This design comes from an exercise in tuning for small area and a short achievable clock period on the open sky130 flow, not from production work. Power is estimated from default activity; no workload was simulated.

## old
==> flow/design.v <==
`timescale 1ns / 1ps
module lab4_2( 
              input wire      mode,
              input wire[2:0] opCode,
              input wire[3:0] value,
              input clk,
              input reset,
              output reg[9:0] result,
              output reg cacheFull,
              output reg invalidOp,
              output reg overflow);
    reg [5:0]   mem[0:31];
    reg [31:14] memx;
    reg [9:0]  p1;      
    reg [11:1] p3hi;    
    wire [11:0] p1x3 = {p3hi, p1[0]};
    reg [5:0]  cnt;     
    reg [4:0]  nxt;     
    reg        last;    
    reg [6:0]  cur;     
    reg [3:0]  tgt;     
    wire [2:0] cop = cur[6:4];
    wire [3:0] cv  = cur[3:0];
    wire full  = cnt[5];
    wire empty = (cnt == 6'd0);
    wire valid = (opCode[1:0] != 2'b11);
    wire store = !mode && !full && valid;
    wire exec  = mode && !empty;
    wire jump  = cop[2] & cop[1];
    function isjump;
        input [6:0] e;
        isjump = e[6] & e[5];
    endfunction
    wire [11:0] sum = result + cv + (cop[0] ? p1 : 10'd0);
    function [9:0] row;
        input [1:0] d;
        input [9:0] b;
        input [9:0] b3;
        case (d)
            2'd0: row = 10'd0;
            2'd1: row = b;
            2'd2: row = {b[8:0], 1'b0};
            default: row = b3;
        endcase
    endfunction
    wire [9:0] r0 = row(result[1:0], p1, p1x3[9:0]);
    wire [9:0] r1 = row(result[3:2], p1, p1x3[9:0]);
    wire [9:0] r2 = row(result[5:4], p1, p1x3[9:0]);
    wire [9:0] r3 = row(result[7:6], p1, p1x3[9:0]);
    wire [9:0] r4 = row(result[9:8], p1, p1x3[9:0]);
    function [1:0] fa;
        input a, b, c;
        fa = {(a & b) | (a & c) | (b & c), a ^ b ^ c};
    endfunction
    function [1:0] ha;
        input a, b;
        ha = {a & b, a ^ b};
    endfunction
    wire t1, t2, t3, t4, t5, t6, t7, t8, t9, t10, t11, t12, t13, t14, t15, t16, t17, t18, t19, t20, t21, t22, t23, t24, t25, t26, t27, t28;
    assign {t2, t1} = ha(r0[8], r1[6]);
    assign {t4, t3} = fa(r0[9], r1[7], r2[5]);
    assign {t6, t5} = ha(r0[6], r1[4]);
    assign {t8, t7} = fa(r0[7], r1[5], r2[3]);
    assign {t10, t9} = fa(t1, r2[4], r3[2]);
    assign {t12, t11} = fa(t3, r3[3], r4[1]);
    assign {t14, t13} = ha(cv[2], r0[2]);
    assign {t16, t15} = fa(cv[3], r0[3], r1[1]);
    assign {t18, t17} = fa(r0[4], r1[2], r2[0]);
    assign {t20, t19} = fa(r0[5], r1[3], r2[1]);
    assign {t22, t21} = fa(t5, r2[2], r3[0]);
    assign {t24, t23} = fa(t7, r3[1], t6);
    assign {t26, t25} = fa(t9, r4[0], t8);
    assign {t28, t27} = fa(t11, t2, t10);
    wire [9:0] mx = {t27, t25, t23, t21, t19, t17, t15, t13, cv[1], cv[0]};
    wire [9:0] my = {t26, t24, t22, t20, t18, t16, t14, r1[0], r0[1], r0[0]};
    wire mcout = t4 | t12 | t28;
    wire [10:0] plo = mx + my;
    function rowhi;
        input [1:0]  d;
        input        ge1;    
        input        ge2;    
        input        ge3;    
        case (d)
            2'd0: rowhi = 1'b0;
            2'd1: rowhi = ge1;
            2'd2: rowhi = ge2;
            default: rowhi = ge3;
        endcase
    endfunction
    wire mhi = rowhi(result[1:0], 1'b0,        p1[9],       |p1x3[11:10])
             | rowhi(result[3:2], |p1[9:8],    |p1[9:7],    |p1x3[11:8])
             | rowhi(result[5:4], |p1[9:6],    |p1[9:5],    |p1x3[11:6])
             | rowhi(result[7:6], |p1[9:4],    |p1[9:3],    |p1x3[11:4])
             | rowhi(result[9:8], |p1[9:2],    |p1[9:1],    |p1x3[11:2]);
    wire movf = plo[10] | mcout | mhi;
    wire [3:0] pop = result[0] + result[1] + result[2] + result[3] + result[4]
                   + result[5] + result[6] + result[7] + result[8] + result[9];
    wire [9:0] rev = {result[0], result[1], result[2], result[3], result[4],
                      result[5], result[6], result[7], result[8], result[9]};
    reg [9:0] nres;
    reg       novf;
    always @* begin
        case (cop[2:1])
            2'b00:   begin nres = sum[9:0]; novf = sum[11:10] != 2'd0; end
            2'b01:   begin nres = plo[9:0]; novf = movf; end
            default: begin nres = cop[0] ? rev : {6'd0, pop}; novf = 1'b0; end
        endcase
    end
    wire [5:0] tgt1  = tgt + 6'd1;
    wire [5:0] nxt1  = nxt + 6'd1;
    wire [4:0] nidx1 = last ? tgt1[4:0] : nxt1[4:0];
    wire       nlast = last ? (tgt1 == cnt) : (nxt1 == cnt);
    reg [5:0] rd;                                        
    reg       rxs;                                       
    integer k;
    always @* begin
        rd  = 6'd0;
        rxs = 1'b0;
        for (k = 0; k < 32; k = k + 1)
            rd = rd | (mem[k] & {6{last ? (tgt == k) : (nxt == k)}});
        for (k = 14; k < 32; k = k + 1)
            rxs = rxs | (memx[k] & (last ? (tgt == k) : (nxt == k)));
    end
    wire       below14 = last ? (tgt < 4'd14) : (nxt < 5'd14);
    wire       rx      = below14 ? (rd[5:1] == 5'b11111) : rxs;
    wire [6:0] rdat = rx ? {2'b10, rd[0], rd[3:0]}
                         : {rd[5] & rd[4], rd[5:4] == 2'b11 ? 2'b10 : rd[5:4], rd[3:0]};
    wire       wx    = opCode[2] & ~opCode[1];
    wire [6:0] wcode = {wx, opCode[2] ? 2'b11 : opCode[1:0],
                        wx ? {3'b111, opCode[0]} : value};
    wire [6:0] wc = {opCode, value};
    wire [3:0] tw = isjump(wc)   ? value      : 4'd0;     
    wire [3:0] te = isjump(rdat) ? rdat[3:0]  : tgt;      
    always @(posedge clk) begin
        if (store)
            mem[cnt[4:0]] <= wcode[5:0];
        for (k = 14; k < 32; k = k + 1)
            if (store && cnt[4:0] == k)
                memx[k] <= wcode[6];
        if (empty) begin
            cur <= wc;
            tgt <= tw;
        end else if (mode) begin
            cur <= rdat;
            tgt <= te;
        end
    end
    always @(posedge clk or posedge reset) begin
        if (reset) begin
            result    <= 10'd0;
            p1        <= 10'd0;
            p3hi      <= 11'd0;
            overflow  <= 1'b0;
            cacheFull <= 1'b0;
            invalidOp <= 1'b0;
            cnt       <= 6'd0;
            nxt       <= 5'd1;
            last      <= 1'b0;
        end else begin
            if (!mode) begin
                if (full)
                    cacheFull <= 1'b1;
                else begin
                    invalidOp <= !valid;
                    if (valid) begin
                        cnt  <= cnt + 6'd1;
                        last <= empty;
                    end
                end
            end else if (!empty) begin
                nxt   <= nidx1;
                last  <= nlast;
                if (!jump) begin
                    result   <= nres;
                    p1       <= result;
                    p3hi     <= {1'b0, result[9:1]} + {1'b0, result};
                    overflow <= novf;
                end
            end
        end
    end
endmodule
export LEC_CHECK = 0
export CAP_MARGIN = 20
export CORE_MARGIN = 2
export CORE_UTILIZATION = 40
export CTS_BUF_LIST = sky130_fd_sc_hd__clkbuf_8
export CTS_CLUSTER_DIAMETER = 100
export CTS_CLUSTER_SIZE = 12
export SETUP_SLACK_MARGIN = 4.1
export SLEW_MARGIN = 20
create_clock -name core_clock -period 8.0 [get_ports {clk}]
standard.sh (not shown) runs the stock make flow with config.mk's settings and CLKGATE_MAP_FILE= SYNTH_SCRIPT=/design/flow/synth_recipe.tcl, a recipe that flattens the netlist after the stock synthesis.
==> flow/flow/run.sh <==
#!/bin/bash
# The standard layout (the standard.sh, unchanged synthesis), except that
# the port buffers are sky130_fd_sc_hd__buf_2 cells rather than the delay
# buffer that buffer_ports picks by default. Full tool output goes to
# standard.log here; ORFS's own per-step logs stay under orfs/logs.
set -euo pipefail
export BUFFER_PORTS_ARGS="-buffer_cell sky130_fd_sc_hd__buf_2"
bash standard.sh > standard.log 2>&1
Changes in new relative to old:
-- flow/design.v --
<<< old, line 13
    reg [31:14] memx;
    reg [9:0]  p1;      
    reg [11:1] p3hi;    
    wire [11:0] p1x3 = {p3hi, p1[0]};
    reg [5:0]  cnt;     
    reg [4:0]  nxt;     
>>> new, line 13
    reg [31:14] memx;
    reg [9:0]  p1;      
    reg [11:0] p1x3;    
    reg [5:0]  cnt;     
    reg [4:0]  nxt;     
<<< old, line 150
            result    <= 10'd0;
            p1        <= 10'd0;
            p3hi      <= 11'd0;
            overflow  <= 1'b0;
            cacheFull <= 1'b0;
>>> new, line 149
            result    <= 10'd0;
            p1        <= 10'd0;
            p1x3      <= 12'd0;
            overflow  <= 1'b0;
            cacheFull <= 1'b0;
<<< old, line 174
                    result   <= nres;
                    p1       <= result;
                    p3hi     <= {1'b0, result[9:1]} + {1'b0, result};
                    overflow <= novf;
                end
>>> new, line 173
                    result   <= nres;
                    p1       <= result;
                    p1x3     <= {2'd0, result} + {1'b0, result, 1'b0};
                    overflow <= novf;
                end
==> run summary <==
The final layout from new, which completed every stage, passed the timing, DRC and antenna checks at the end of the flow.
Compared with old, new has less setup slack.
Of old and new, the lower synthesized cell area belongs to new.
When new is set beside old, its non-clock buffer count turns out to be 16 larger.
Compared with old, new degrades reg2reg setup slack.
From old to new the numbers moved as follows: fmax now smaller, cell count after placement now sits lower, net switching fraction of the power increased 1.9 points, switching power now sits higher.
Lower routed wire length was reported by new, not old.
On global-route track usage on met2: between old and new, it ends up lower for old.
Function was not checked in any run of this note: the RTL went through the layout flow alone.

-- static timing again, ports no longer ideal --
The results above use ideal ports. As a check the final layouts listed here were re-extracted and re-timed, cells and wires unchanged. Step 1: set_driving_cell puts a clkbuf_16 on clk and a buf_2 on each other input, an assumption about the parent block. Step 2 moves the port delays by t, midway between the first and last clock arrival at a register: inputs arrive t later, outputs are due t later. That takes back most of the time a late clock gives input paths. a / b / c = ideal ports / drivers / drivers and shift; a / b = the first two.
| run | shift t [ns] | slack for setup (ns) | worst setup path after step 2 |
|---|---|---|---|
| old | 0.651 | 4.080 / 4.080 / 3.890 | input to register |
| new | 0.639 | 4.007 / 4.007 / 4.007 | register to register |
After both steps every run listed still meets setup and hold. For old, which loses most, drivers alone change the setup slack by 0.000 ns; drivers and shift together by -0.190 ns.
